What follows belongs to an exercise in optimizing a design on an open flow for small area; a production flow would make more cautious choices. No functional check of the RTL was part of any run shown here. Power and IR drop assume default switching activity.

==> flow/design.v <==
module flash_bus_controller (
	input 	i_clk,
	input 	i_rst,
	output 			o_busy,
	input 	[3:0] 		i_operation,
	input 	[1:0]		i_chip,
	input 	[14:0]		i_length,
	input 			i_start,
	input 	[159:0]		i_sb_addr,
	input 			i_startup_done,
        output  [13:0]          o_sample_count,
        output	[3:0] 		o_chip_ready,
	output	[3:0] 		o_chip_exists,
        input [15:0] i_adc_sample_fifo_data,
        input        i_adc_sample_fifo_almost_empty,
        input        i_adc_sample_fifo_empty,
        output       o_adc_sample_fifo_re,
        input        i_adc_sample_fifo_valid,
	output [12:0] o_wr_buffer_addr,
	input  [15:0] i_wr_buffer_data,
	output [12:0] o_rd_buffer_addr,
	output [15:0] o_rd_buffer_data,
	output	      o_rd_buffer_we,
	input 	[7:0] 		  i_bus_data,
	output	[7:0]	 	  o_bus_data,
	output		 	  o_bus_data_tri_n,
	output			  o_bus_we_n,
	output			  o_bus_re_n,
	output [3:0]		  o_bus_ces_n,
	output			  o_bus_cle,
	output			  o_bus_ale
);
	localparam	CMD_READID		= 8'h90;
	localparam	CMD_RESET		= 8'hFF;
	localparam	CMD_BLOCKERASE0		= 8'h60;
	localparam	CMD_BLOCKERASE1		= 8'hD0;
	localparam	CMD_WRITEPAGE0		= 8'h80;
	localparam	CMD_WRITEPAGE1		= 8'h10;
	localparam	CMD_READ_MODE		= 8'h00;
	localparam	CMD_READPAGE0		= 8'h00;
	localparam	CMD_READPAGE1		= 8'h30;
	localparam 	CMD_READ_PARAMPAGE	= 8'hEC;
	localparam 	CMD_STATUS		= 8'h70;
	localparam 	CMD_SETFEATURES		= 8'hEF;
	localparam OP_READSTATUS 		= 0;
	localparam OP_JUSTREADSTATUS 		= 1;
	localparam OP_RESET 			= 2;
	localparam OP_SET_TIMING_MODE		= 3;
	localparam OP_STARTREAD 		= 4;
	localparam OP_COMPLETEREAD 		= 5;
	localparam OP_PROGRAM 			= 6;
	localparam OP_ERASE 			= 7;
	localparam OP_READID 			= 8;
	localparam OP_READPARAM 		= 9;
	localparam OP_CHECK_EXISTS      	= 10;
	localparam OP_READ_ADC_SAMPLES      	= 11;
	localparam DELAY_tWP 			= 2;
	localparam DELAY_tRP 			= 2;
        localparam DELAY_STATE_SEND_COMMAND 	= 6;
        localparam DELAY_STATE_SEND_ADDRESS 	= 6;
        localparam DELAY_STATE_READ_DATA 	= 6;
        localparam DELAY_STATE_WRITE_DATA 	= 6;
        localparam DELAY_STATE_WHR 		= 8;
        localparam DELAY_STATE_ADL 		= 9;
        localparam DELAY_STATE_RHW 		= 13;
        localparam DELAY_STATE_WB 		= 13;
	localparam DIR_OUT = 0;
	localparam DIR_IN  = 1;
        localparam STATE_RESET              = 0;
        localparam STATE_STARTUP_0          = 1;
        localparam STATE_STARTUP_1          = 2;
        localparam STATE_IDLE               = 3;
        localparam STATE_SEND_COMMAND_0     = 4;
        localparam STATE_SEND_ADDRESS       = 5;
        localparam STATE_SEND_COMMAND_1     = 6;
        localparam STATE_READ_STATUS        = 7;
        localparam STATE_DELAY_ADL          = 8;
        localparam STATE_DELAY_WHR          = 9;
        localparam STATE_DELAY_RHW          = 10;
        localparam STATE_DELAY_WB           = 11;
        localparam STATE_WRITE_DATA         = 12;
        localparam STATE_READ_DATA          = 13;
        localparam STATE_READ_ADC_SAMPLES_0 = 14;
        localparam STATE_READ_ADC_SAMPLES_1 = 15;
	reg [3:0] state_reg, state_next;
	reg [3:0] delay_reg;
	reg [3:0] chip_ready_reg, chip_ready_next;
	reg [3:0] chip_exists_reg, chip_exists_next;
	reg [3:0] op_reg, op_next;
	reg [1:0] chip_reg, chip_next;
	reg [7:0] bus_data_in_reg;
	reg	  bus_dir_reg, bus_dir_next;
	reg [7:0] bus_data_out_reg, bus_data_out_next;
	reg	  bus_we_n_reg, bus_we_n_next;
	reg	  bus_re_n_reg, bus_re_n_next;
	reg [3:0] bus_ces_n_reg, bus_ces_n_next;
	reg	  bus_cle_reg, bus_cle_next;
	reg	  bus_ale_reg, bus_ale_next;
        reg adc_sample_fifo_re_reg, adc_sample_fifo_re_next;
        reg [13:0] wr_buffer_addr_reg, wr_buffer_addr_next;
        reg [12:0] rd_buffer_addr_reg, rd_buffer_addr_next;
        reg [15:0] rd_buffer_data_reg, rd_buffer_data_next;
        reg        rd_buffer_we_reg, rd_buffer_we_next;
	reg [14:0] byte_count_reg, byte_count_next;
	reg [13:0] sample_count_reg, sample_count_next;
	reg [2:0]  addr_bytes_reg, addr_bytes_next;
        reg [1:0] chip_counter_reg, chip_counter_next;
        reg [1:0] startup_op_reg, startup_op_next;
        reg       reading_status_reg, reading_status_next;
        wire [3:0] chip_decode_n = ~(4'h1 << chip_reg);
	reg delay_done;
	always @* begin
		case (state_reg)
			STATE_SEND_COMMAND_0, STATE_SEND_COMMAND_1: delay_done = (delay_reg == DELAY_STATE_SEND_COMMAND-1);
			STATE_SEND_ADDRESS:                         delay_done = (delay_reg == DELAY_STATE_SEND_ADDRESS-1);
			STATE_READ_STATUS, STATE_READ_DATA:         delay_done = (delay_reg == DELAY_STATE_READ_DATA-1);
			STATE_DELAY_WHR:                            delay_done = (delay_reg == DELAY_STATE_WHR-1);
			STATE_DELAY_ADL:                            delay_done = (delay_reg == DELAY_STATE_ADL-1);
			STATE_DELAY_RHW:                            delay_done = (delay_reg == DELAY_STATE_RHW-1);
			STATE_DELAY_WB:                             delay_done = (delay_reg == DELAY_STATE_WB-1);
			STATE_WRITE_DATA:                           delay_done = (delay_reg == DELAY_STATE_WRITE_DATA-1);
			default:                                    delay_done = 1'b1;
		endcase
	end
	wire [3:0] addr_chip_sel = 4'h1 << chip_reg;
	reg  [4:0] addr_byte_sel;
	always @* begin
		case (addr_bytes_reg)
			3'd5:    addr_byte_sel = 5'b00001;
			3'd4:    addr_byte_sel = 5'b00010;
			3'd3:    addr_byte_sel = 5'b00100;
			3'd2:    addr_byte_sel = 5'b01000;
			default: addr_byte_sel = 5'b10000;
		endcase
	end
	reg  [7:0] addr_byte;
	integer ci, bi;
	always @* begin
		addr_byte = 8'd0;
		for (ci = 0; ci < 4; ci = ci + 1)
			for (bi = 0; bi < 5; bi = bi + 1)
				addr_byte = addr_byte | ({8{addr_chip_sel[ci] & addr_byte_sel[bi]}} & i_sb_addr[40*ci + 8*bi +: 8]);
	end
	always @(posedge i_clk) begin
		delay_reg <= (state_reg == STATE_RESET || state_reg == STATE_STARTUP_0 || state_reg == STATE_STARTUP_1 ||
		              state_reg == STATE_IDLE || state_reg == STATE_READ_ADC_SAMPLES_0 ||
		              state_reg == STATE_READ_ADC_SAMPLES_1 || delay_done) ? 4'd0 : delay_reg + 4'd1;
		chip_ready_reg <= chip_ready_next;
		op_reg <= op_next;
		chip_reg <= chip_next;
		byte_count_reg[14:1] <= byte_count_next[14:1];
		sample_count_reg <= sample_count_next;
		addr_bytes_reg <= addr_bytes_next;
		chip_counter_reg <= chip_counter_next;
		startup_op_reg <= startup_op_next;
		reading_status_reg <= reading_status_next;
	end
	always @(posedge i_clk or posedge i_rst) begin
		if (i_rst) begin
			state_reg <= STATE_RESET;
			chip_exists_reg <= 0;
			byte_count_reg[0] <= 1'b0;
			bus_data_in_reg <= 0;
			bus_dir_reg <= DIR_OUT;
			bus_data_out_reg <= 0;
			bus_we_n_reg <= 1;
			bus_re_n_reg <= 1;
			bus_ces_n_reg <= 0;
			bus_cle_reg <= 0;
			bus_ale_reg <= 0;
			adc_sample_fifo_re_reg <= 0;
			wr_buffer_addr_reg <= 0;
			rd_buffer_addr_reg <= 0;
			rd_buffer_data_reg <= 0;
			rd_buffer_we_reg <= 0;
		end else begin
			state_reg <= state_next;
			chip_exists_reg <= chip_exists_next;
			byte_count_reg[0] <= byte_count_next[0];
			bus_data_in_reg <= i_bus_data;
			bus_data_out_reg <= bus_data_out_next;
			bus_dir_reg <= bus_dir_next;
			bus_we_n_reg <= bus_we_n_next;
			bus_re_n_reg <= bus_re_n_next;
			bus_ces_n_reg <= bus_ces_n_next;
			bus_cle_reg <= bus_cle_next;
			bus_ale_reg <= bus_ale_next;
			adc_sample_fifo_re_reg <= adc_sample_fifo_re_next;
			wr_buffer_addr_reg <= wr_buffer_addr_next;
			rd_buffer_addr_reg <= rd_buffer_addr_next;
			rd_buffer_data_reg <= rd_buffer_data_next;
			rd_buffer_we_reg <= rd_buffer_we_next;
		end
	end
	assign o_busy = (state_reg != STATE_IDLE);
	always @* begin
		state_next = state_reg;
                chip_ready_next = chip_ready_reg;
                chip_exists_next = chip_exists_reg;
                op_next = op_reg;
		chip_next = chip_reg;
                byte_count_next = byte_count_reg;
                sample_count_next = sample_count_reg;
		addr_bytes_next = addr_bytes_reg;
                adc_sample_fifo_re_next = 1'b0;
                wr_buffer_addr_next = wr_buffer_addr_reg;
                rd_buffer_addr_next[2:0] = (rd_buffer_we_reg) ? rd_buffer_addr_reg[2:0] - 3'd1 : rd_buffer_addr_reg[2:0];
                rd_buffer_addr_next[12:3] = (rd_buffer_we_reg && (rd_buffer_addr_reg[2:0] == 3'd0)) ? rd_buffer_addr_reg[12:3] + 10'd1 : rd_buffer_addr_reg[12:3];
		rd_buffer_data_next[15:8] = (!byte_count_reg[0]) ? bus_data_in_reg : rd_buffer_data_reg[15:8];
		rd_buffer_data_next[7:0] = (byte_count_reg[0]) ? bus_data_in_reg : rd_buffer_data_reg[7:0];
		rd_buffer_we_next = 1'b0;
                chip_counter_next = chip_counter_reg;
                startup_op_next = startup_op_reg;
                reading_status_next = reading_status_reg;
		case (state_reg)
                        STATE_RESET: begin
                            if (i_startup_done) begin
                                chip_ready_next = 4'hF;
                                chip_exists_next = 0;
                                chip_counter_next = 0;
                                startup_op_next = 0;
                                state_next = STATE_STARTUP_0;
                            end
			end
                        STATE_STARTUP_0: begin
                            if (startup_op_reg == 2'd3) begin
                                state_next = STATE_IDLE;
                            end else if (chip_ready_reg[chip_counter_reg]) begin
                                reading_status_next = 0;
                                state_next = STATE_STARTUP_1;
                            end else begin
                                reading_status_next = 1;
                                chip_next = chip_counter_reg;
                                op_next = (reading_status_reg) ? OP_JUSTREADSTATUS : OP_READSTATUS;
                                state_next = (reading_status_reg) ? STATE_READ_STATUS : STATE_SEND_COMMAND_0;
                            end
                        end
                        STATE_STARTUP_1: begin
                            op_next = (startup_op_reg == 2'd0) ? OP_RESET           :
                                      (startup_op_reg == 2'd1) ? OP_SET_TIMING_MODE : OP_CHECK_EXISTS;
                            chip_next = chip_counter_reg;
                            chip_counter_next = chip_counter_reg + 1;
                            startup_op_next = (chip_counter_reg == 2'd3) ? startup_op_reg + 2'd1 : startup_op_reg;
                            state_next = STATE_SEND_COMMAND_0;
                        end
			STATE_IDLE: begin
                            op_next = i_operation;
                            chip_next = i_chip;
                            rd_buffer_addr_next = 13'd7;
                            wr_buffer_addr_next = 14'd15;
                            if (i_start) begin
                                byte_count_next = i_length;
                                state_next = (i_operation == OP_JUSTREADSTATUS)   ? STATE_READ_STATUS        :
                                             (i_operation == OP_READ_ADC_SAMPLES) ? STATE_READ_ADC_SAMPLES_0 : STATE_SEND_COMMAND_0;
                            end
			end
                        STATE_SEND_COMMAND_0: begin
                            addr_bytes_next = (op_reg == OP_SET_TIMING_MODE) ? 3'd1 :
                                              (op_reg == OP_READID)          ? 3'd1 :
                                              (op_reg == OP_CHECK_EXISTS)    ? 3'd1 :
                                              (op_reg == OP_ERASE)           ? 3'd3 :
                                              (op_reg == OP_READPARAM)       ? 3'd1 : 3'd5;
                            if (op_reg == OP_RESET)
                                chip_ready_next[chip_reg] = 1'b0;
                            if (delay_done) begin
                                state_next = (op_reg == OP_READSTATUS)   ? STATE_DELAY_WHR    :
                                             (op_reg == OP_RESET)        ? STATE_DELAY_WB     :
                                             (op_reg == OP_COMPLETEREAD) ? STATE_DELAY_WHR    : STATE_SEND_ADDRESS;
                            end
                        end
                        STATE_SEND_ADDRESS: begin
                            if (op_reg == OP_READPARAM)
                                chip_ready_next[chip_reg] = 1'b0;
                            if (delay_done) begin
				if (addr_bytes_reg == 3'd1) begin
                                    state_next = (op_reg == OP_PROGRAM)         ? STATE_DELAY_ADL :
                                                 (op_reg == OP_SET_TIMING_MODE) ? STATE_DELAY_ADL :
                                                 (op_reg == OP_READPARAM)       ? STATE_DELAY_WB  :
                                                 (op_reg == OP_READID)          ? STATE_DELAY_WHR :
                                                 (op_reg == OP_CHECK_EXISTS)    ? STATE_DELAY_WHR : STATE_SEND_COMMAND_1;
				end else begin
                                    addr_bytes_next = addr_bytes_reg - 3'd1;
				end
                            end
			end
                        STATE_SEND_COMMAND_1: begin
                            if ((op_reg == OP_ERASE) || (op_reg == OP_STARTREAD))
                                chip_ready_next[chip_reg] = 1'b0;
                            if (delay_done) begin
                               state_next = (op_reg == OP_ERASE)     ? STATE_DELAY_WB :
                                            (op_reg == OP_PROGRAM)   ? STATE_DELAY_WB :
                                            (op_reg == OP_STARTREAD) ? STATE_DELAY_WB : STATE_IDLE;
                            end
                        end
                        STATE_DELAY_WHR: begin
                            if ((op_reg == OP_READID) || (op_reg == OP_CHECK_EXISTS))
                                byte_count_next = 15'd6;
                            if (delay_done) begin
                                state_next = (op_reg == OP_READSTATUS)   ? STATE_READ_STATUS :
                                             (op_reg == OP_READID)       ? STATE_READ_DATA   :
                                             (op_reg == OP_CHECK_EXISTS) ? STATE_READ_DATA   :
                                             (op_reg == OP_COMPLETEREAD) ? STATE_READ_DATA   : STATE_IDLE;
                            end
                        end
			STATE_READ_STATUS: begin
                            if (delay_done) begin
                                chip_ready_next[chip_reg] = bus_data_in_reg[6];
                                state_next = STATE_DELAY_RHW;
                            end
			end
                        STATE_DELAY_ADL: begin
                            if (delay_done) begin
                                wr_buffer_addr_next[3:0] = wr_buffer_addr_reg[3:0] - 4'd1;
                                wr_buffer_addr_next[13:4] = (wr_buffer_addr_reg[3:0] == 4'd0) ? wr_buffer_addr_reg[13:4] + 10'd1 : wr_buffer_addr_reg[13:4];
                                state_next = STATE_WRITE_DATA;
                                if (op_reg == OP_SET_TIMING_MODE)
                                    byte_count_next = 15'd4;
                            end
                        end
                        STATE_DELAY_RHW, STATE_DELAY_WB: begin
                            if (delay_done)
                                state_next = (startup_op_reg != 2'd3) ? STATE_STARTUP_0 : STATE_IDLE;
                        end
                        STATE_WRITE_DATA: begin
                            chip_ready_next[chip_reg] = 1'b0;
                            if (delay_done) begin
                                wr_buffer_addr_next[3:0] = wr_buffer_addr_reg[3:0] - 4'd1;
                                wr_buffer_addr_next[13:4] = (wr_buffer_addr_reg[3:0] == 4'd0) ? wr_buffer_addr_reg[13:4] + 10'd1 : wr_buffer_addr_reg[13:4];
                                byte_count_next = byte_count_reg - 15'd1;
                                if (byte_count_reg == 15'd1) begin
                                    state_next = (op_reg == OP_PROGRAM)         ? STATE_SEND_COMMAND_1 :
                                                 (op_reg == OP_SET_TIMING_MODE) ? STATE_DELAY_WB       : STATE_IDLE;
                                end
                            end
                        end
			STATE_READ_DATA: begin
                            if (delay_done) begin
                                rd_buffer_we_next = (op_reg == OP_CHECK_EXISTS) ? 1'b0 : byte_count_reg[0];
                                if (((op_reg == OP_READID) || (op_reg == OP_CHECK_EXISTS)) && (byte_count_reg == 15'd5) && (bus_data_in_reg != 8'd0))
                                    chip_exists_next[chip_reg] = 1'b1;
                                byte_count_next = byte_count_reg - 15'd1;
                                if (byte_count_reg == 15'd1)
                                    state_next = STATE_DELAY_RHW;
                            end
                        end
			STATE_READ_ADC_SAMPLES_0: begin
                            if (i_adc_sample_fifo_empty) begin
                                sample_count_next = 0;
                                state_next = STATE_READ_ADC_SAMPLES_1;
                            end else if (adc_sample_fifo_re_reg && i_adc_sample_fifo_valid) begin
                                rd_buffer_data_next = i_adc_sample_fifo_data;
                                rd_buffer_we_next = 1'b1;
                                sample_count_next = sample_count_reg + 14'd1;
                                if (i_adc_sample_fifo_almost_empty)
                                    state_next = STATE_READ_ADC_SAMPLES_1;
                                else
                                    adc_sample_fifo_re_next = 1'b1;
                            end else begin
                                sample_count_next = 0;
                                adc_sample_fifo_re_next = 1'b1;
                            end
                        end
			STATE_READ_ADC_SAMPLES_1: begin
                            rd_buffer_data_next = 16'hFFFF;
                            rd_buffer_we_next = 1'b1;
                            sample_count_next = sample_count_reg + 14'd1;
                            state_next = STATE_IDLE;
                        end
			default: ;
		endcase
	end
        wire [7:0] wr_buffer_data_out_byte = (byte_count_reg[0]) ? i_wr_buffer_data[7:0] : i_wr_buffer_data[15:8];
        always @* begin
	    case (state_reg)
                STATE_RESET, STATE_STARTUP_0, STATE_STARTUP_1, STATE_IDLE, STATE_DELAY_WB, STATE_DELAY_RHW, STATE_READ_ADC_SAMPLES_0, STATE_READ_ADC_SAMPLES_1: begin
                    bus_dir_next = DIR_IN;
                    bus_data_out_next = 8'h0;
                    bus_we_n_next = 1;
                    bus_re_n_next = 1;
                    bus_ces_n_next = 4'hF;
                    bus_cle_next = 0;
                    bus_ale_next = 0;
                end
                STATE_SEND_COMMAND_0: begin
                    bus_dir_next = DIR_OUT;
                    bus_data_out_next = (op_reg == OP_READSTATUS)      ? CMD_STATUS         :
                                        (op_reg == OP_RESET)           ? CMD_RESET          :
                                        (op_reg == OP_READID)          ? CMD_READID         :
                                        (op_reg == OP_CHECK_EXISTS)    ? CMD_READID         :
                                        (op_reg == OP_READPARAM)       ? CMD_READ_PARAMPAGE :
                                        (op_reg == OP_PROGRAM)         ? CMD_WRITEPAGE0     :
                                        (op_reg == OP_STARTREAD)       ? CMD_READPAGE0      :
                                        (op_reg == OP_COMPLETEREAD)    ? CMD_READ_MODE      :
                                        (op_reg == OP_ERASE)           ? CMD_BLOCKERASE0    :
                                        (op_reg == OP_SET_TIMING_MODE) ? CMD_SETFEATURES    : 8'h00;
                    bus_we_n_next = (delay_reg < DELAY_tWP) ? 0 : 1;
                    bus_re_n_next = 1;
                    bus_ces_n_next = chip_decode_n;
                    bus_cle_next = 1;
                    bus_ale_next = 0;
                end
                STATE_SEND_COMMAND_1: begin
                    bus_dir_next = DIR_OUT;
                    bus_data_out_next = (op_reg == OP_STARTREAD)    ? CMD_READPAGE1   :
                                        (op_reg == OP_PROGRAM)      ? CMD_WRITEPAGE1  :
                                        (op_reg == OP_ERASE)        ? CMD_BLOCKERASE1 : 8'h00;
                    bus_we_n_next = (delay_reg < DELAY_tWP) ? 0 : 1;
                    bus_re_n_next = 1;
                    bus_ces_n_next = chip_decode_n;
                    bus_cle_next = 1;
                    bus_ale_next = 0;
                end
                STATE_SEND_ADDRESS: begin
                    bus_dir_next = DIR_OUT;
                    bus_data_out_next = (op_reg == OP_SET_TIMING_MODE) ? 8'h01 :
                                        ((op_reg == OP_READID) || (op_reg == OP_CHECK_EXISTS) || (op_reg == OP_READPARAM)) ? 8'h00 :
                                        addr_byte;
                    bus_we_n_next = (delay_reg < DELAY_tWP) ? 0 : 1;
                    bus_re_n_next = 1;
                    bus_ces_n_next = chip_decode_n;
                    bus_cle_next = 0;
                    bus_ale_next = 1;
                end
                STATE_READ_STATUS, STATE_READ_DATA: begin
                    bus_dir_next = DIR_IN;
                    bus_data_out_next = 8'h00;
                    bus_we_n_next = 1;
                    bus_re_n_next = (delay_reg < DELAY_tRP) ? 0 : 1;
                    bus_ces_n_next = chip_decode_n;
                    bus_cle_next = 0;
                    bus_ale_next = 0;
                end
                STATE_WRITE_DATA: begin
                    bus_dir_next = DIR_OUT;
                    bus_data_out_next = (op_reg == OP_SET_TIMING_MODE) ? ((byte_count_reg == 15'd4) ? 8'h04 : 8'h00) : wr_buffer_data_out_byte;
                    bus_we_n_next = (delay_reg < DELAY_tWP) ? 0 : 1;
                    bus_re_n_next = 1;
                    bus_ces_n_next = chip_decode_n;
                    bus_cle_next = 0;
                    bus_ale_next = 0;
                end
                default: begin
                    bus_dir_next = DIR_IN;
                    bus_data_out_next = 8'h0;
                    bus_we_n_next = 1;
                    bus_re_n_next = 1;
                    bus_ces_n_next = chip_decode_n;
                    bus_cle_next = 0;
                    bus_ale_next = 0;
                end
            endcase
        end
	assign o_sample_count = sample_count_reg;
        assign o_adc_sample_fifo_re = adc_sample_fifo_re_reg;
        assign o_bus_data 	= bus_data_out_reg;
	assign o_bus_data_tri_n = bus_dir_reg;
	assign o_bus_we_n 	= bus_we_n_reg;
	assign o_bus_re_n 	= bus_re_n_reg;
	assign o_bus_ces_n 	= bus_ces_n_reg;
	assign o_bus_cle 	= bus_cle_reg;
	assign o_bus_ale 	= bus_ale_reg;
        assign o_chip_ready = chip_ready_reg;
        assign o_chip_exists = chip_exists_reg;
        assign o_wr_buffer_addr = wr_buffer_addr_reg[13:1];
        assign o_rd_buffer_addr = rd_buffer_addr_reg;
        assign o_rd_buffer_data = rd_buffer_data_reg;
        assign o_rd_buffer_we = rd_buffer_we_reg;
endmodule
module flash_bus_sm (
	input 	i_clk,
	input 	i_rst,
        input i_recording_en,
        output o_top_bus_active,
        input i_disp_cmd_req,
        output o_disp_cmd_ack,
        input [71:0] i_disp_cmd_data,
        output o_disp_rsp_req,
        input i_disp_rsp_ack,
        input i_disp_rsp_listening,
        output [25:0] o_disp_rsp_data,
        output [3:0] o_disp_chip_active,
        output o_disp_wr_buffer_rsvd,
        output o_disp_rd_buffer_rsvd,
	output	[31:0]	o_cyclecount_sum,
	input	    	i_cyclecount_reset,
	input	[7:0]	i_cyclecount_start,
	input	[7:0]	i_cyclecount_end,
        output o_adc_master_record,
	input 			i_ctrl_busy,
	output reg [3:0]	o_ctrl_operation,
	output     [1:0]	o_ctrl_chip,
	output     [14:0]	o_ctrl_length,
	output reg		o_ctrl_start,
	output     [159:0]	o_sb_addr,
	output			o_startup_done,
	input      [13:0]	i_sample_count,
	input      [3:0]	i_ctrl_chip_ready
);
	localparam OP_READSTATUS 		= 0;
	localparam OP_JUSTREADSTATUS 		= 1;
	localparam OP_RESET 			= 2;
	localparam OP_SET_TIMING_MODE		= 3;
	localparam OP_STARTREAD 		= 4;
	localparam OP_COMPLETEREAD 		= 5;
	localparam OP_PROGRAM 			= 6;
	localparam OP_ERASE 			= 7;
	localparam OP_READID 			= 8;
	localparam OP_READPARAM 		= 9;
	localparam OP_READ_ADC_SAMPLES		= 11;
	localparam CS_READ_START_PENDING = 1;
	localparam CS_READ_DATA_PENDING  = 2;
	localparam CS_READ_DATA_DONE	 = 3;
	localparam CS_WRITE_DATA_PENDING = 4;
	localparam CS_WRITE_DATA_ONBUS   = 5;
	localparam CS_WRITE_DATA_DONE    = 6;
	localparam CS_ERASE_PENDING      = 7;
	localparam CS_ERASE_ONBUS        = 8;
	localparam CS_ERASE_DONE         = 9;
	localparam CS_READID_0           = 10;
	localparam CS_READID_1           = 11;
	localparam CS_READPARAM_0        = 12;
	localparam CS_READPARAM_1        = 13;
	localparam CS_READPARAM_2        = 14;
	localparam CS_SETTIMINGMODE_0    = 15;
	localparam CS_SETTIMINGMODE_1    = 16;
	localparam CS_RESET_0            = 17;
	localparam CS_RESET_1            = 18;
	localparam CS_GET_ADC_SAMPLES_0  = 19;
	localparam CS_GET_ADC_SAMPLES_1  = 20;
	localparam STATE_IDLE 		      = 0;
	localparam STATE_NEW_RQST_0	      = 1;
	localparam STATE_GET_NEXT_OP_0 	      = 2;
	localparam STATE_GET_NEXT_OP_1 	      = 3;
        localparam STATE_WAIT_FOR_CONTROLLER  = 5;
        localparam STATE_CHECK_FOR_CHIP_READY = 6;
	localparam STATE_DO_BUS_OP	      = 7;
	localparam STATE_NEW_RSLT_0	      = 8;
	localparam STATE_NEW_RSLT_1	      = 9;
	localparam STATE_SWITCH_CHIPS	      = 10;
	reg [3:0]  state_reg;
	reg [31:0] sys_cycle_count_reg;
	reg [31:0] op_cycle_count_reg;
	reg        recording_reg;
	reg        new_cmd_ack_reg;
	reg        new_rsp_req_reg;
	reg [17:0] new_rsp_data_reg;
	reg [3:0]  chip_active_reg;
	reg        wr_buffer_rsvd_reg;
	reg        rd_buffer_rsvd_reg;
	reg [1:0]  curr_chip_reg;
	reg [1:0]  new_chip_reg;
	reg        new_rd_reg, new_wr_reg;
	reg [39:0] sb_addr  [0:3];
	reg [7:0]  sb_tag   [0:3];
	reg [9:0]  sb_len   [0:3];
	reg [4:0]  sb_state [0:3];
	reg [3:0]  sb_srs;
	reg [31:0] sb_cc    [0:3];
	reg [3:0]  sb_cc_valid;		 
	reg [31:0] cc_pend;		 
	reg [1:0]  cc_pend_chip;
	reg [2:0]  cc_age;		 
	reg [1:0]  rd_a0, rd_a1, rd_a2;	 
	wire [1:0] c = curr_chip_reg;
	wire [7:0] rd_tag   = sb_tag[c];
	wire [9:0] rd_len   = sb_len[c];
	wire [4:0] rd_state = sb_state[c];
	wire       rd_srs   = sb_srs[c];
	wire        nq_state  = (state_reg == STATE_NEW_RQST_0);
	wire [1:0]  cc_addr   = nq_state ? rd_a2 : c;
	wire [31:0] cc_rd     = sb_cc_valid[cc_addr] ? sb_cc[cc_addr] : 32'd0;
	wire [2:0] new_op   = i_disp_cmd_data[48:46];
	wire [1:0] new_chip = i_disp_cmd_data[41:40];
	reg  [4:0] new_state;
	always @* begin
		case (new_op)
			3'd0: new_state = CS_WRITE_DATA_PENDING;
			3'd1: new_state = CS_READ_START_PENDING;
			3'd2: new_state = CS_ERASE_PENDING;
			3'd3: new_state = CS_READID_0;
			3'd4: new_state = CS_READPARAM_0;
			3'd5: new_state = CS_RESET_0;
			3'd6: new_state = CS_SETTIMINGMODE_0;
			default: new_state = CS_GET_ADC_SAMPLES_0;
		endcase
	end
	wire st_adc   = (rd_state == CS_GET_ADC_SAMPLES_0) || (rd_state == CS_GET_ADC_SAMPLES_1);
	wire st_prog  = (rd_state == CS_WRITE_DATA_PENDING) || (rd_state == CS_WRITE_DATA_ONBUS) || (rd_state == CS_WRITE_DATA_DONE);
	wire st_rdbuf = (rd_state == CS_READ_START_PENDING) || (rd_state == CS_READ_DATA_PENDING) || (rd_state == CS_READ_DATA_DONE) ||
	                (rd_state == CS_READID_0) || (rd_state == CS_READID_1) ||
	                (rd_state == CS_READPARAM_0) || (rd_state == CS_READPARAM_1) || (rd_state == CS_READPARAM_2) || st_adc;
	reg st_send, st_onbus, st_done;
	reg [3:0] st_op;
	always @* begin
		st_send = 1'b0; st_onbus = 1'b0; st_done = 1'b0; st_op = 4'd0;
		case (rd_state)
			CS_READ_START_PENDING: begin st_send = 1'b1; st_op = OP_STARTREAD; end
			CS_READ_DATA_PENDING:  begin st_send = 1'b1; st_op = OP_COMPLETEREAD; end
			CS_WRITE_DATA_PENDING: begin st_send = 1'b1; st_op = OP_PROGRAM; end
			CS_ERASE_PENDING:      begin st_send = 1'b1; st_op = OP_ERASE; end
			CS_READID_0:           begin st_send = 1'b1; st_op = OP_READID; end
			CS_READPARAM_0:        begin st_send = 1'b1; st_op = OP_READPARAM; end
			CS_READPARAM_1:        begin st_send = 1'b1; st_op = OP_COMPLETEREAD; end
			CS_SETTIMINGMODE_0:    begin st_send = 1'b1; st_op = OP_SET_TIMING_MODE; end
			CS_RESET_0:            begin st_send = 1'b1; st_op = OP_RESET; end
			CS_GET_ADC_SAMPLES_0:  begin st_send = 1'b1; st_op = OP_READ_ADC_SAMPLES; end
			CS_WRITE_DATA_ONBUS, CS_ERASE_ONBUS: st_onbus = 1'b1;
			CS_READ_DATA_DONE, CS_WRITE_DATA_DONE, CS_ERASE_DONE, CS_READID_1, CS_READPARAM_2,
			CS_SETTIMINGMODE_1, CS_RESET_1, CS_GET_ADC_SAMPLES_1: st_done = 1'b1;
			default: ;
		endcase
	end
	wire in_idle  = (state_reg == STATE_IDLE);
	wire in_nq    = (state_reg == STATE_NEW_RQST_0);
	wire in_do    = (state_reg == STATE_DO_BUS_OP);
	wire in_check = (state_reg == STATE_CHECK_FOR_CHIP_READY);
	wire chip_rdy = i_ctrl_chip_ready[c];
	wire cs_match = (i_cyclecount_start[4:0] != 5'd0) && (i_cyclecount_start[4:0] == rd_state);
	wire ce_match = (i_cyclecount_end[4:0] != 5'd0) && (i_cyclecount_end[4:0] == rd_state);
	wire we_new   = in_idle && i_disp_cmd_req;
	wire we_state = in_do && (st_send || st_onbus);
	wire we_srs   = in_check && !chip_rdy;
	wire we_cc_do = we_state && cs_match;
	wire cc_load   = in_nq | we_cc_do;	 
	wire cc_commit = cc_age[2] | (cc_age[1] & cc_load);
	integer k;
	always @(posedge i_clk) begin
		for (k = 0; k < 4; k = k + 1) begin
			if (we_new && new_chip == k) begin
				sb_addr[k] <= i_disp_cmd_data[39:0];
				sb_tag[k]  <= i_disp_cmd_data[71:64];
				sb_len[k]  <= i_disp_cmd_data[63:54];
			end
			if (we_new && new_chip == k)
				sb_state[k] <= new_state;
			else if (we_state && c == k)
				sb_state[k] <= rd_state + 5'd1;
			if (we_new && new_chip == k)
				sb_srs[k] <= 1'b0;
			else if (we_srs && c == k)
				sb_srs[k] <= 1'b1;
			if (cc_commit && cc_pend_chip == k)
				sb_cc[k] <= cc_pend;
		end
		if (cc_load) begin
			cc_pend <= in_nq ? cc_rd : sys_cycle_count_reg;
			cc_pend_chip <= in_nq ? new_chip_reg : c;
		end
		if (in_idle) begin
			new_chip_reg <= new_chip;
			new_rd_reg <= (new_op == 3'd1) || (new_op == 3'd3) || (new_op == 3'd4) || (new_op == 3'd7);
			new_wr_reg <= (new_op == 3'd0);
		end
		rd_a0 <= in_nq ? new_chip_reg : c;
		rd_a1 <= rd_a0;
		rd_a2 <= rd_a1;
	end
	always @(posedge i_clk or posedge i_rst) begin
		if (i_rst) begin
			sb_cc_valid <= 4'd0;
			cc_age <= 3'd0;
		end else begin
			cc_age <= {cc_age[1] & ~cc_load, cc_age[0] & ~cc_load, cc_load};
			for (k = 0; k < 4; k = k + 1)
				if (cc_commit && cc_pend_chip == k)
					sb_cc_valid[k] <= 1'b1;
		end
	end
	always @(posedge i_clk or posedge i_rst) begin
		if (i_rst) begin
			state_reg <= STATE_IDLE;
			sys_cycle_count_reg <= 0;
			op_cycle_count_reg <= 0;
			recording_reg <= 0;
			new_cmd_ack_reg <= 0;
			new_rsp_req_reg <= 0;
			new_rsp_data_reg <= 0;
			chip_active_reg <= 0;
			wr_buffer_rsvd_reg <= 0;
			rd_buffer_rsvd_reg <= 0;
			curr_chip_reg <= 0;
		end else begin
			sys_cycle_count_reg <= sys_cycle_count_reg + 32'd1;
			new_cmd_ack_reg <= 1'b0;
			if (!i_recording_en)
				recording_reg <= 1'b0;
			if (i_cyclecount_reset)
				op_cycle_count_reg <= 0;
			case (state_reg)
				STATE_IDLE: begin
					if (i_disp_cmd_req) begin
						new_cmd_ack_reg <= 1'b1;
						state_reg <= STATE_NEW_RQST_0;
					end else if (chip_active_reg[c]) begin
						state_reg <= STATE_GET_NEXT_OP_0;
					end else begin
						curr_chip_reg <= c + 2'd1;
					end
				end
				STATE_NEW_RQST_0: begin
					chip_active_reg[new_chip_reg] <= 1'b1;
					if (new_rd_reg) rd_buffer_rsvd_reg <= 1'b1;
					if (new_wr_reg) wr_buffer_rsvd_reg <= 1'b1;
					state_reg <= STATE_IDLE;
				end
				STATE_GET_NEXT_OP_0: state_reg <= STATE_GET_NEXT_OP_1;
				STATE_GET_NEXT_OP_1: state_reg <= STATE_WAIT_FOR_CONTROLLER;
				STATE_WAIT_FOR_CONTROLLER: begin
					if (!i_ctrl_busy)
						state_reg <= st_adc ? STATE_DO_BUS_OP : STATE_CHECK_FOR_CHIP_READY;
				end
				STATE_CHECK_FOR_CHIP_READY: begin
					state_reg <= chip_rdy ? STATE_DO_BUS_OP : STATE_SWITCH_CHIPS;
				end
				STATE_DO_BUS_OP: begin
					if (i_cyclecount_start[4:0] == 5'd0)
						recording_reg <= 1'b0;
					else if (cs_match && i_recording_en)
						recording_reg <= 1'b1;
					if (i_cyclecount_end[4:0] == 5'd0)
						recording_reg <= 1'b0;
					else if (ce_match) begin
						op_cycle_count_reg <= op_cycle_count_reg + (sys_cycle_count_reg - cc_rd);
						recording_reg <= 1'b0;
					end
					if (st_send || st_onbus)
						state_reg <= STATE_SWITCH_CHIPS;
					else if (st_done)
						state_reg <= STATE_NEW_RSLT_0;
				end
				STATE_SWITCH_CHIPS: begin
					curr_chip_reg <= c + 2'd1;
					state_reg <= STATE_IDLE;
				end
				STATE_NEW_RSLT_0: begin
					new_rsp_req_reg <= 1'b1;
					if (st_adc)
						new_rsp_data_reg <= {rd_tag, i_sample_count[13:4] + {9'd0, (i_sample_count[3:0] != 4'd0)}};
					else
						new_rsp_data_reg <= {rd_tag, rd_len};
					state_reg <= STATE_NEW_RSLT_1;
				end
				STATE_NEW_RSLT_1: begin
					if (i_disp_rsp_ack) begin
						chip_active_reg[c] <= 1'b0;
						if (st_rdbuf) rd_buffer_rsvd_reg <= 1'b0;
						if (st_prog) wr_buffer_rsvd_reg <= 1'b0;
						new_rsp_req_reg <= 1'b0;
						state_reg <= STATE_SWITCH_CHIPS;
					end
				end
				default: ;
			endcase
		end
	end
	always @* begin
		o_ctrl_operation = 4'd0;
		o_ctrl_start = 1'b0;
		if (in_check && !chip_rdy) begin
			o_ctrl_operation = rd_srs ? OP_JUSTREADSTATUS : OP_READSTATUS;
			o_ctrl_start = 1'b1;
		end else if (in_do && st_send) begin
			o_ctrl_operation = st_op;
			o_ctrl_start = 1'b1;
		end
	end
	assign o_ctrl_chip = c;
	assign o_ctrl_length = {rd_len, 5'd0};
	assign o_sb_addr = {sb_addr[3], sb_addr[2], sb_addr[1], sb_addr[0]};
	assign o_startup_done = (sys_cycle_count_reg == 32'd124999);
	assign o_cyclecount_sum = op_cycle_count_reg;
        assign o_disp_cmd_ack = new_cmd_ack_reg;
        assign o_disp_rsp_req = new_rsp_req_reg;
        assign o_disp_rsp_data = i_disp_rsp_listening ? {new_rsp_data_reg, 8'd0} : 26'd0;
        assign o_disp_chip_active = chip_active_reg;
        assign o_disp_wr_buffer_rsvd = wr_buffer_rsvd_reg;
        assign o_disp_rd_buffer_rsvd = rd_buffer_rsvd_reg;
        assign o_top_bus_active = |chip_active_reg;
        assign o_adc_master_record = recording_reg;
endmodule
module flash_bus #(
	parameter NUM_OF_CHIPS 			= 4,
	parameter CMD_FIFO_DATA_WIDTH 	= 72,
	parameter WR_FIFO_DATA_WIDTH 	= 128,
	parameter RD_FIFO_DATA_WIDTH 	= 136,
	parameter RSLT_FIFO_DATA_WIDTH 	= 26,
	parameter PERIOD 				= 8,
	parameter PAGE_SIZE_WIDTH		= 15
 )
 (
	input 	i_clk,
	input 	i_rst,
        output o_top_bus_active,
        input i_recording_en,
        input i_disp_cmd_req,
        output o_disp_cmd_ack,
        input [CMD_FIFO_DATA_WIDTH-1:0] i_disp_cmd_data,
        output o_disp_rsp_req,
        input i_disp_rsp_ack,
        input i_disp_rsp_listening,
        output [RSLT_FIFO_DATA_WIDTH-1:0] o_disp_rsp_data,
        output [NUM_OF_CHIPS-1:0] o_disp_chip_active,
        output o_disp_wr_buffer_rsvd,
        output o_disp_rd_buffer_rsvd,
        input [15:0] i_adc_sample_fifo_data,
        input        i_adc_sample_fifo_almost_empty,
        input        i_adc_sample_fifo_empty,
        output       o_adc_sample_fifo_re,
        input        i_adc_sample_fifo_valid,
        output [12:0] o_wr_buffer_addr,
        input  [15:0] i_wr_buffer_data,
        output [12:0] o_rd_buffer_addr,
        output [15:0] o_rd_buffer_data,
        output        o_rd_buffer_we,
	output	[0:31]						o_cyclecount_sum,
	input								i_cyclecount_reset,
	input	[0:7]						i_cyclecount_start,
	input	[0:7]						i_cyclecount_end,
        output o_adc_master_record,
	input 	[7:0] 						i_bus_data,
	output 	[7:0]	 					o_bus_data,
	output		 						o_bus_data_tri_n,
	output 								o_bus_we_n,
	output 								o_bus_re_n,
	output [NUM_OF_CHIPS-1:0] 					o_bus_ces_n,
	output 								o_bus_cle,
	output 								o_bus_ale,
        output [NUM_OF_CHIPS-1:0] o_chip_exists
 );
	wire		ctrl_busy;
	wire [3:0]	ctrl_operation;
	wire [1:0]	ctrl_chip;
	wire [14:0]	ctrl_length;
	wire		ctrl_start;
	wire [13:0]	ctrl_sample_count;
	wire [159:0]	sb_addr;
	wire		startup_done;
	wire [3:0]	chip_ready;
	flash_bus_sm busSM (
		.i_clk(i_clk),
		.i_rst(i_rst),
                .o_top_bus_active(o_top_bus_active),
                .i_recording_en(i_recording_en),
                .i_disp_cmd_req(i_disp_cmd_req),
                .o_disp_cmd_ack(o_disp_cmd_ack),
                .i_disp_cmd_data(i_disp_cmd_data),
                .o_disp_rsp_req(o_disp_rsp_req),
                .i_disp_rsp_ack(i_disp_rsp_ack),
                .i_disp_rsp_listening(i_disp_rsp_listening),
                .o_disp_rsp_data(o_disp_rsp_data),
                .o_disp_chip_active(o_disp_chip_active),
                .o_disp_wr_buffer_rsvd(o_disp_wr_buffer_rsvd),
                .o_disp_rd_buffer_rsvd(o_disp_rd_buffer_rsvd),
		.o_cyclecount_sum(o_cyclecount_sum),
		.i_cyclecount_reset(i_cyclecount_reset),
		.i_cyclecount_start(i_cyclecount_start),
		.i_cyclecount_end(i_cyclecount_end),
                .o_adc_master_record(o_adc_master_record),
		.i_ctrl_busy(ctrl_busy),
		.o_ctrl_operation(ctrl_operation),
		.o_ctrl_chip(ctrl_chip),
		.o_ctrl_length(ctrl_length),
		.o_ctrl_start(ctrl_start),
		.o_sb_addr(sb_addr),
		.o_startup_done(startup_done),
                .i_sample_count(ctrl_sample_count),
		.i_ctrl_chip_ready(chip_ready)
	);
	flash_bus_controller busController (
		.i_clk(i_clk),
		.i_rst(i_rst),
		.o_busy(ctrl_busy),
		.i_operation(ctrl_operation),
		.i_chip(ctrl_chip),
		.i_length(ctrl_length),
		.i_start(ctrl_start),
		.i_sb_addr(sb_addr),
		.i_startup_done(startup_done),
		.o_sample_count(ctrl_sample_count),
		.o_chip_ready(chip_ready),
		.o_chip_exists(o_chip_exists),
                .i_adc_sample_fifo_data(i_adc_sample_fifo_data),
                .i_adc_sample_fifo_almost_empty(i_adc_sample_fifo_almost_empty),
                .i_adc_sample_fifo_empty(i_adc_sample_fifo_empty),
                .o_adc_sample_fifo_re(o_adc_sample_fifo_re),
                .i_adc_sample_fifo_valid(i_adc_sample_fifo_valid),
		.o_wr_buffer_addr(o_wr_buffer_addr),
		.i_wr_buffer_data(i_wr_buffer_data),
		.o_rd_buffer_addr(o_rd_buffer_addr),
		.o_rd_buffer_data(o_rd_buffer_data),
		.o_rd_buffer_we(o_rd_buffer_we),
		.i_bus_data(i_bus_data),
		.o_bus_data(o_bus_data),
		.o_bus_data_tri_n(o_bus_data_tri_n),
		.o_bus_we_n(o_bus_we_n),
		.o_bus_re_n(o_bus_re_n),
		.o_bus_ces_n(o_bus_ces_n),
		.o_bus_cle(o_bus_cle),
		.o_bus_ale(o_bus_ale)
	);
endmodule
==> flow/flow/run.sh <==
#!/bin/bash
# Layout flow: the standard flow (standard synthesis netlist structure and
# registers, floorplan, power grid, placement, CTS, routing) with changes that
# only affect how the combinational logic is mapped and buffered:
#  - ABC maps the combinational logic with an area-oriented script
#    (flow/abc_area.script) instead of ORFS's delay-oriented one; the
#    registers Yosys creates are the same;
#  - the input and output ports get sky130_fd_sc_hd__buf_1 port buffers
#    instead of the default clkdlybuf4s50_1;
#  - clock tree synthesis uses smaller clock buffers and no dummy loads.
# The full make output goes to flow_make.log in the work folder; each ORFS step
# also keeps its own log under orfs/logs/.
set -euo pipefail
WORK=$(pwd)
SCRIPTS="$WORK/orfs_scripts"
rm -rf "$SCRIPTS"
cp -r "$FLOW_HOME/scripts" "$SCRIPTS"
if [[ -f flow/abc_area.script ]]; then
  cp flow/abc_area.script "$SCRIPTS/abc_speed.script"
fi
bash standard.sh \
  "SCRIPTS_DIR=$SCRIPTS" \
  "BUFFER_PORTS_ARGS=-buffer_cell sky130_fd_sc_hd__buf_1" \
  "CTS_ARGS=-sink_clustering_enable -repair_clock_nets -dont_use_dummy_load -sink_clustering_size 18 -sink_clustering_max_diameter 45 -buf_list sky130_fd_sc_hd__clkbuf_8" \
  finish > flow_make.log 2>&1
==> flow/flow/abc_area.script <==
strash
&get -n
&deepsyn -T 20
&put
dch -f
amap
==> flow/standard.sh <==
#!/bin/bash
# synth_recipe.tcl (not shown) runs the flow's synth.tcl, then flattens the netlist and writes it again
# the make line also repeats each setting of config.mk as NAME=value (left out here)
make -C /OpenROAD-flow-scripts/flow DESIGN_CONFIG=/design/flow/config.mk WORK_HOME=/design/flow/orfs CLKGATE_MAP_FILE= SYNTH_SCRIPT=/design/flow/synth_recipe.tcl "${@:-finish}"
==> flow/config.mk <==
export PLATFORM = sky130hd
export DESIGN_NAME = flash_bus
export DESIGN_NICKNAME = flash_bus
export VERILOG_FILES = /design/flow/design.v
export SDC_FILE = /design/flow/constraint.sdc
export NUM_CORES = 4
export LEC_CHECK = 0
export CAP_MARGIN = 20
export CORE_MARGIN = 2
export CORE_UTILIZATION = 40
export SLEW_MARGIN = 20
==> flow/constraint.sdc <==
create_clock -name core_clock -period 8.0 [get_ports {i_clk}]
set_input_delay 1.6000 -clock core_clock [delete_from_list [all_inputs] [get_ports {i_clk}]]
set_output_delay 1.6000 -clock core_clock [all_outputs]
set_load 0.01 [all_outputs]
==> results of run 1 <==
## layout make-up
cell class	count	area (sq um)	area share [%]
sequential	661	18800	55.49
inverter	388	1471	4.344
tap	959	1200	3.542
clock buffer	95	1308	3.860
multi-input combinational	1381	9203	27.17
timing repair buffer	374	1892	5.585
antenna	2	5.005	0.01477
## cell usage after synthesis (14+ instances only)
master / instances / share of area [%]
sky130_fd_sc_hd__o22ai_1: 42 / 0.90
sky130_fd_sc_hd__fa_1: 31 / 2.1
sky130_fd_sc_hd__a222oi_1: 52 / 1.8
sky130_fd_sc_hd__clkinv_1: 388 / 5.0
sky130_fd_sc_hd__o21a_1: 30 / 0.77
sky130_fd_sc_hd__a21oi_1: 124 / 2.1
sky130_fd_sc_hd__nor2b_1: 16 / 0.34
sky130_fd_sc_hd__dfrtp_1: 181 / 15
sky130_fd_sc_hd__nor3_1: 70 / 1.2
sky130_fd_sc_hd__nor2_1: 268 / 3.4
sky130_fd_sc_hd__o21ai_0: 101 / 1.7
sky130_fd_sc_hd__ha_1: 76 / 3.3
sky130_fd_sc_hd__a211o_1: 15 / 0.45
sky130_fd_sc_hd__a211oi_1: 19 / 0.49
sky130_fd_sc_hd__edfxtp_1: 464 / 48
sky130_fd_sc_hd__a32oi_1: 31 / 0.93
sky130_fd_sc_hd__dfxtp_1: 14 / 0.96
sky130_fd_sc_hd__nand2_1: 158 / 2.0
sky130_fd_sc_hd__a31oi_1: 28 / 0.60
sky130_fd_sc_hd__nand3_1: 41 / 0.70
sky130_fd_sc_hd__and3_1: 16 / 0.34
sky130_fd_sc_hd__a22o_1: 14 / 0.42
sky130_fd_sc_hd__buf_4: 21 / 0.54
sky130_fd_sc_hd__a22oi_1: 83 / 2.1
sky130_fd_sc_hd__o221ai_1: 15 / 0.45
sky130_fd_sc_hd__nand4_1: 15 / 0.32
## power by group through the flow
stage,Clock (mW),Sequential (mW),Combinational [mW]
floorplan,0,3.73,0.0343
global placement,0,3.73,0.0861
detailed placement,0,3.73,0.0905
CTS,2.27,3.66,0.0907
global route,2.42,3.66,0.101
finish,2.21,3.66,0.0888
## path summary, 6_finish.rpt
path                               startpoint                                end  slack [ns]  cells after the start
hold reg to reg                busSM.rd_a0[1]                     busSM.rd_a1[1]        0.31                      0
hold / removal                 busSM.rd_a0[1]                     busSM.rd_a1[1]        0.31                      0
setup reg to reg           busSM.state_reg[2]       busSM.op_cycle_count_reg[31]       -0.33                     59
min in group asynchronous               i_rst  busController.bus_data_out_reg[0]        0.98                      2
setup / recovery           busSM.state_reg[2]       busSM.op_cycle_count_reg[31]       -0.33                     59
max in group asynchronous               i_rst       busSM.op_cycle_count_reg[21]        5.63                      3
## cell families (layout without fill, tap and decap cells)
| logic type | after synthesis | count (layout) | synth area share, % |
|---|---|---|---|
| and+or+nand+nor | 622 | 622 | 9.255 |
| DFF | 661 | 661 | 64.30 |
| adders and majority gates | 107 | 107 | 5.376 |
| buffers and inverters | 409 | 857 | 5.522 |
| AOI/OAI and AO/OA | 644 | 644 | 15.53 |
| other | 1 | 10 | 0.01283 |
## cells in the final DEF, fill, tap and decap left out, drive strengths merged, types with 14 or more instances in the layout
cell type  synthesis  layout
a211o             15      15
a211oi            19      19
a21oi            124     124
a222oi            52      52
a22o              14      14
a22oi             83      83
a31oi             28      28
a32oi             31      31
and3              16      16
buf               21     374
clkbuf             0      95
clkinv           388     378
dfrtp            181     181
dfxtp             14      14
edfxtp           464     464
fa                31      31
ha                76      76
nand2            158     158
nand3             41      41
nand4             15      15
nor2             268     268
nor2b             16      16
nor3              70      70
o21a              30      30
o21ai            101     101
o221ai            15      15
o22ai             42      42
## through the flow
step	util (%)	area (sq um)
finish	46.59	33870
global route	46.59	33870
CTS	46.05	33490
detailed placement	44.14	32090
global placement	44.13	32090
floorplan	-	29280
## per-layer routing
layer  track usage [%]  vias up
li1                  -     9919
met1             26.23    10400
met2             35.83      715
met3             4.195      153
met4             7.609        4
met5                 0        -
## worst register-to-register path, delay by kind of cell, from the launching register on
family          cells  cell delay (ns)
compound gates     20             3.17
fa+ha+maj           2             0.79
buf+inv             4             0.38
flops               1             0.39
simple gates       33             3.45
## repair_timing
item	CTS	global route
resized for setup	23	61
pin swaps	14	35
setup buffers	5	20
endpoints found under the setup margin	5	9
==> metrics.cfg, run 1 <==
[outcome]
outcome = finished with violations
check-failures = negative setup slack

[final_layout]
largest_reg_flops = 160
layout_top_registers = busSM.sb_addr: 160 flops, busSM.sb_cc: 128 flops, busSM.sb_len: 40 flops
design.final.nets = 3146
largest_register = busSM.sb_addr
areaGrowthSynthToFinish_pct = 15.89
final-instance-count-excl-fill = 3860
layout-drive-gt1-share_pct = 10.66
num-fill-cells = 6672

[worst_setup_path]
critical_path_buf_inv_count = 4
worst-setup-path-type = flip-flop to flip-flop
cp-start-kind = flip-flop
critical_path_required_ns = 8.49
endpoint_kind = flip-flop
critical_path_peak_fanout = 4
cp_top_family = simple AND/OR/NAND/NOR gates
worst_path_most_repeated_cell = sky130_fd_sc_hd__nor2_2
max_incr_delay_on_cp_ns = 0.58
worst-endpoint-arrival_ns = 8.82
cp_slowest_cell = sky130_fd_sc_hd__fa_1

[global_route]
wire_length_of_the_first_global_routing_pass_microns = 121200
grt_antenna_before_repair = 4
grt.overflow.total = 0
grt.total_usage_pct = 20.91
pin_count_of_the_biggest_net_entering_global_routing = 78
vias_in_the_first_global_route = 21380

[sta]
setup_viol = 1
timing.setup.tns_ns = -0.3320
fin_worst_skew_ns = 0.1238
drv_slew = 0
final-hold-violation-count = 0
final.min_clock_period_ns = 8.332
worst_tran_pin_value_ns = 0.9814
holdWs_ns = 0.3130
fmax_mhz = 120.0
timing.max_slew.rel_slack_pct = 34.17
final_ws_setup_ns = -0.3320
finalCritPeriodShare_pct = 104.2
grt_setup_unrepaired = yes

[placement]
place_worst_setup_slack_ns = -0.7925
io_buffer_count = 247
dpl.cell_count = 3738
place.detailed.hpwl_microns = 55090
gp_routability_congestion = 0.8914

[logic_synthesis]
synth-main-ff-cell = sky130_fd_sc_hd__edfxtp_1
mapped_cells = 2444
ys_warn_count = 7
synth_seq_area_share_pct = 64.30
synth-edff-count = 464
syn-mean-instance-area_sq_um = 11.96
yosys.cell_types.count = 58
postSynth.asyncResetShare_pct = 27.69
synth.cell_area_sq_um = 29230
synth_seq_cells = 661

[die]
initial_util_pct = 40.20
std_cell_rows = 99
fp.dieArea_sq_um = 75250
die_x_microns = 274.3
top_level_ports = 271
fp.coreArea_sq_um = 72710
die_h_microns = 274.3

[power]
power.total_mw = 5.955
clockPowerShare_pct = 37.1
internal-power_mw = 4.720
power_frac_seq_pct = 61.4
total_leakage_power_nw = 12.09
cellPowerDensity_nw_per_um2 = 175.8
switchingPower_mw = 1.235
swShare_pct = 20.74
vdd_drop_max_v = 0.0001292
comb_power_share_pct = 1.5

[route]
drt_pre_antenna_iters = 6
met3_wirelength_microns = 5069
number_of_violations_reported_at_the_end_of_detailed_routing_iteration_0 = 1547
detail_route_antenna_nets = 0
detail_route.wl_per_cell_microns = 20.71
viasPerCell = 5.489
drt-total-wl_microns = 79950
highest_layer = met5
routedLengthMet1_microns = 32680
met2RoutedLength_microns = 39990
routed-via-count = 21190
drc_errors = 0

[run]
cap_violations = 0

[clock_network]
clk_transition_reported_paths_ns = 0.07
clk_root_buffer_cell = sky130_fd_sc_hd__clkbuf_8
ctsLongestPathBuffers = 3
clkSinkCount = 661
cts_hold_buffers = 0
h-tree-depth = 3
insertion_delay_ns = 0.73
tritoncts = done
number_of_cts_inserted_buffers = 95

[hold_path]
min_path_type = flip-flop to flip-flop

==> inputs of run 2 (changes only) <==
--- a/flow/flow/run.sh
+++ b/flow/flow/run.sh
@@ -22,4 +22,4 @@
   "SCRIPTS_DIR=$SCRIPTS" \
   "BUFFER_PORTS_ARGS=-buffer_cell sky130_fd_sc_hd__buf_1" \
-  "CTS_ARGS=-sink_clustering_enable -repair_clock_nets -dont_use_dummy_load -sink_clustering_size 18 -sink_clustering_max_diameter 45 -buf_list sky130_fd_sc_hd__clkbuf_8" \
+  "CTS_ARGS=-sink_clustering_enable -repair_clock_nets -dont_use_dummy_load -sink_clustering_size 14 -sink_clustering_max_diameter 60 -buf_list sky130_fd_sc_hd__clkbuf_8" \
   finish > flow_make.log 2>&1
==> metrics.cfg, run 2 <==
[worst_setup_path]
critical_path_buf_inv_count = 3  ; was 4
cp-start-kind = flip-flop  ; unchanged
endpoint_kind = flip-flop  ; unchanged
worst-endpoint-arrival_ns = 8.83  ; was 8.82 ns
cp_top_family = simple AND/OR/NAND/NOR gates  ; unchanged
critical_path_required_ns = 8.48  ; was 8.49 ns
worst_setup_path_startpoint = busSM.state_reg[2]  ; unchanged
worst-setup-path-type = flip-flop to flip-flop  ; unchanged
worst_path_most_repeated_cell = sky130_fd_sc_hd__nor2_2  ; unchanged
max_incr_delay_on_cp_ns = 0.58  ; about the same
critical_path_peak_fanout = 4  ; unchanged
timing.rr.start = busSM.state_reg[2]  ; unchanged
cp_slowest_cell = sky130_fd_sc_hd__fa_1  ; unchanged

[logic_synthesis]
synthesized_area_fraction_occupied_by_ao_oa_aoi_and_oai_cells_pct = 15.53  ; unchanged
postSynth.asyncResetShare_pct = 27.69  ; unchanged
synth_top_cells_by_count = 464 x sky130_fd_sc_hd__edfxtp_1, 388 x sky130_fd_sc_hd__clkinv_1, 268 x sky130_fd_sc_hd__nor2_1  ; unchanged
synth-main-ff-cell = sky130_fd_sc_hd__edfxtp_1  ; unchanged
synth_top_area_share_pct = 47.67  ; unchanged
synthTopCellsByArea = sky130_fd_sc_hd__edfxtp_1 48%, sky130_fd_sc_hd__dfrtp_1 15%, sky130_fd_sc_hd__clkinv_1 5.0%  ; unchanged
yosys.cell_types.count = 58  ; unchanged
synth_seq_area_share_pct = 64.30  ; unchanged
yosys.area.top_type = sky130_fd_sc_hd__edfxtp_1  ; unchanged
synthMostInstantiatedCell = sky130_fd_sc_hd__edfxtp_1  ; unchanged
area_fraction_in_and_or_nand_and_nor_cells_after_synthesis_pct = 9.255  ; unchanged
mux_contribution_to_synthesized_area_pct = 0  ; unchanged
synth-edff-count = 464  ; unchanged
synth.cell_area_sq_um = 29230  ; unchanged
post_synth_fa_ha_maj_area_fraction_pct = 5.376  ; unchanged
synth_seq_cells = 661  ; unchanged
xor_and_xnor_fraction_of_the_mapped_netlist_area_pct = 0  ; unchanged
largest_family_of_logic_cells_by_synthesized_area = compound AO/OA/AOI/OAI gates  ; unchanged
mapped_cells = 2444  ; unchanged
ys_warn_count = 7  ; unchanged
syn-mean-instance-area_sq_um = 11.96  ; unchanged

[sta]
final-hold-violation-count = 0  ; unchanged
final.min_clock_period_ns = 8.348  ; was 8.332 ns
fin_worst_skew_ns = 0.1075  ; was 0.1238 ns
drv_slew = 0  ; unchanged
finalCritPeriodShare_pct = 104.3  ; was 104.2%
timing.setup.tns_ns = -0.3478  ; was -0.3320 ns
worst_tran_pin_value_ns = 0.9625  ; was 0.9814 ns
final_ws_setup_ns = -0.3478  ; was -0.3320 ns
fmax_mhz = 119.8  ; was 120.0 MHz
timing.max_slew.rel_slack_pct = 35.44  ; was 34.17%
setup_viol = 1  ; unchanged
grt_setup_unrepaired = yes  ; unchanged

[global_route]
grt.overflow.total = 0  ; unchanged
grt_antenna_before_repair = 4  ; unchanged
wire_length_of_the_first_global_routing_pass_microns = 120400  ; was 121,200 microns
grt.total_usage_pct = 20.82  ; was 20.91%
vias_in_the_first_global_route = 21120  ; was 21,380
pin_count_of_the_biggest_net_entering_global_routing = 78  ; unchanged

[route]
detail_route.wl_per_cell_microns = 20.84  ; was 20.71 microns
met3_wirelength_microns = 4660  ; was 5069 microns
met2RoutedLength_microns = 40190  ; was 39,990 microns
drt-total-wl_microns = 79840  ; was 79,950 microns
detail_route_antenna_nets = 0  ; unchanged
number_of_violations_reported_at_the_end_of_detailed_routing_iteration_0 = 1634  ; was 1,547
viasPerCell = 5.510  ; was 5.489
highest_layer = met5  ; unchanged
routed-via-count = 21110  ; was 21,190
drt_pre_antenna_iters = 6  ; unchanged
drc_errors = 0  ; unchanged
routedLengthMet1_microns = 32580  ; was 32,680 microns

[clock_network]
ctsLongestPathBuffers = 3  ; unchanged
number_of_cts_inserted_buffers = 66  ; was 95
h-tree-depth = 3  ; unchanged
clk_transition_reported_paths_ns = 0.09  ; was 0.07 ns
tritoncts = done  ; unchanged
clkSinkCount = 661  ; unchanged
clk_root_buffer_cell = sky130_fd_sc_hd__clkbuf_8  ; unchanged
insertion_delay_ns = 0.70  ; was 0.73 ns

[placement]
gp_routability_congestion = 0.8914  ; unchanged
place_worst_setup_slack_ns = -0.7925  ; unchanged
io_buffer_count = 247  ; unchanged
place.detailed.hpwl_microns = 55090  ; unchanged
detailed_place.area_sq_um = 32090  ; unchanged

[power]
clockPowerShare_pct = 32.9  ; was 37.1%
total_leakage_power_nw = 11.88  ; was 12.09 nW
swShare_pct = 20.87  ; was 20.74%
cellPowerDensity_nw_per_um2 = 166.4  ; was 175.8 nW/um^2
power_frac_seq_pct = 65.6  ; was 61.4%
vdd_drop_max_v = 0.0001611  ; was 0.0001292 V
switchingPower_mw = 1.163  ; was 1.235 mW
comb_power_share_pct = 1.6  ; was 1.5%
power.total_mw = 5.573  ; was 5.955 mW
internal-power_mw = 4.410  ; was 4.720 mW

[die]
die_x_microns = 274.3  ; unchanged
top_level_ports = 271  ; unchanged
fp.dieArea_sq_um = 75250  ; unchanged
fp.coreArea_sq_um = 72710  ; unchanged
die_h_microns = 274.3  ; unchanged
initial_util_pct = 40.20  ; unchanged
std_cell_rows = 99  ; unchanged

[hold_path]
min_path_type = flip-flop to flip-flop  ; unchanged
hold_path.startpoint = busSM.rd_a0[1]  ; unchanged

[final_layout]
largest_reg_flops = 160  ; unchanged
layout-drive-gt1-share_pct = 9.686  ; was 10.66%
final_common_cell = sky130_fd_sc_hd__edfxtp_1  ; unchanged
layout_common_cells = 464 x sky130_fd_sc_hd__edfxtp_1, 378 x sky130_fd_sc_hd__clkinv_1, 247 x sky130_fd_sc_hd__buf_1  ; unchanged
areaGrowthSynthToFinish_pct = 14.55  ; was 15.89%
largest_register = busSM.sb_addr  ; unchanged
layout_top_registers = busSM.sb_addr: 160 flops, busSM.sb_cc: 128 flops, busSM.sb_len: 40 flops  ; unchanged
num-fill-cells = 6683  ; was 6,672
final_area_sq_um = 33480  ; was 33,870 sq um
finish.utilization_pct = 46.05  ; was 46.59%
design.final.nets = 3117  ; was 3,146

[outcome]
check-failures = negative setup slack  ; unchanged
outcome = finished with violations  ; unchanged

[run]
cap_violations = 0  ; unchanged

[run 2: kinds of logic (layout without fill, tap and decap cells)]
kind of cell | count (synthesis) | after routing
other | 1 | 10
AOI/OAI and AO/OA | 644 | 644
DFF | 661 | 661
buffers and inverters | 409 | 828
and+or+nand+nor | 622 | 622
adders and majority gates | 107 | 107
[run 2: power groups by stage]
stage / Sequential (mW) / Clock (mW) / Combinational (mW)
floorplan: 3.73 / 0 / 0.0343
finish: 3.65 / 1.83 / 0.0888
global placement: 3.73 / 0 / 0.0861
global route: 3.65 / 2.03 / 0.101
detailed placement: 3.73 / 0 / 0.0905
CTS: 3.65 / 1.90 / 0.0907
[run 2: worst paths after layout]
| path | to | slack [ns] | cells past startpoint |
|---|---|---|---|
| setup / recovery | busSM.op_cycle_count_reg[31] | -0.35 | 59 |
| hold / removal | busSM.rd_a1[1] | 0.34 | 0 |
| setup reg to reg | busSM.op_cycle_count_reg[31] | -0.35 | 59 |
| hold reg to reg | busSM.rd_a1[1] | 0.34 | 0 |
| max in group asynchronous | busSM.op_cycle_count_reg[8] | 5.62 | 3 |
| min in group asynchronous | busController.bus_data_in_reg[3] | 1.05 | 2 |
[run 2: worst register-to-register path: cells and delay by family, from the launching register on]
kind / cells / cell delay, ns
DFF: 1 / 0.40
buffers and inverters: 3 / 0.26
adders and majority gates: 2 / 0.79
and+or+nand+nor: 34 / 3.57
AOI/OAI and AO/OA: 20 / 3.21
[run 2: area by class of cell]
| class | instances | area, sq um | area share (%) |
|---|---|---|---|
| antenna | 2 | 5.005 | 0.01495 |
| clock buffer | 66 | 908.4 | 2.713 |
| inverter | 388 | 1471 | 4.395 |
| multi-input combinational | 1381 | 9206 | 27.50 |
| sequential | 661 | 18800 | 56.14 |
| tap | 959 | 1200 | 3.584 |
| timing repair buffer | 374 | 1896 | 5.661 |
[run 2: through the flow]
| step | instances | hold slack (ns) |
|---|---|---|
| 2_1_floorplan | 2451 | 0.3096 |
| 3_3_place_gp | 3738 | 0.3131 |
| 3_5_place_dp | 3738 | 0.3223 |
| 4_1_cts | 3809 | 0.3437 |
| 5_1_grt | 3831 | 0.3509 |
| 6_report | 3831 | 0.3413 |
[run 2: metal layers]
metal  global-route usage [%]  up-vias
met5                        0        -
met4                    7.265        4
met3                    3.879      147
met2                    35.74      636
met1                    26.38    10470
li1                         -     9855
[run 2: what timing repair did]
item,4_1_cts,5_1_grt
pin swaps,14,36
gates resized for setup,23,62
setup endpoints to repair,5,9
gates cloned,0,0
buffers inserted,5,20
hold buffers,0,0

## afterwards: timing with drivers on the ports
Ports are ideal in the flow. The routed layouts listed here were re-timed in OpenROAD. Step 1 sets driving cells, clkbuf_16 on the clock port and buf_2 on the other inputs (assumed; they add their load-dependent delay and slew). Step 2 moves the port delays by t, midway between the first and last clock arrival at a register: inputs arrive t later, outputs are due t later. That takes back most of the time a late clock gives input paths. a / b / c = ideal ports / drivers / drivers and shift; a / b = the first two.
run	shift t [ns]	slack for setup (ns)	worst slew at a driven data input, ns
run 1	0.731	-0.332 / -0.332 / -0.332	0.08
run 2	0.698	-0.348 / -0.348 / -0.348	0.08
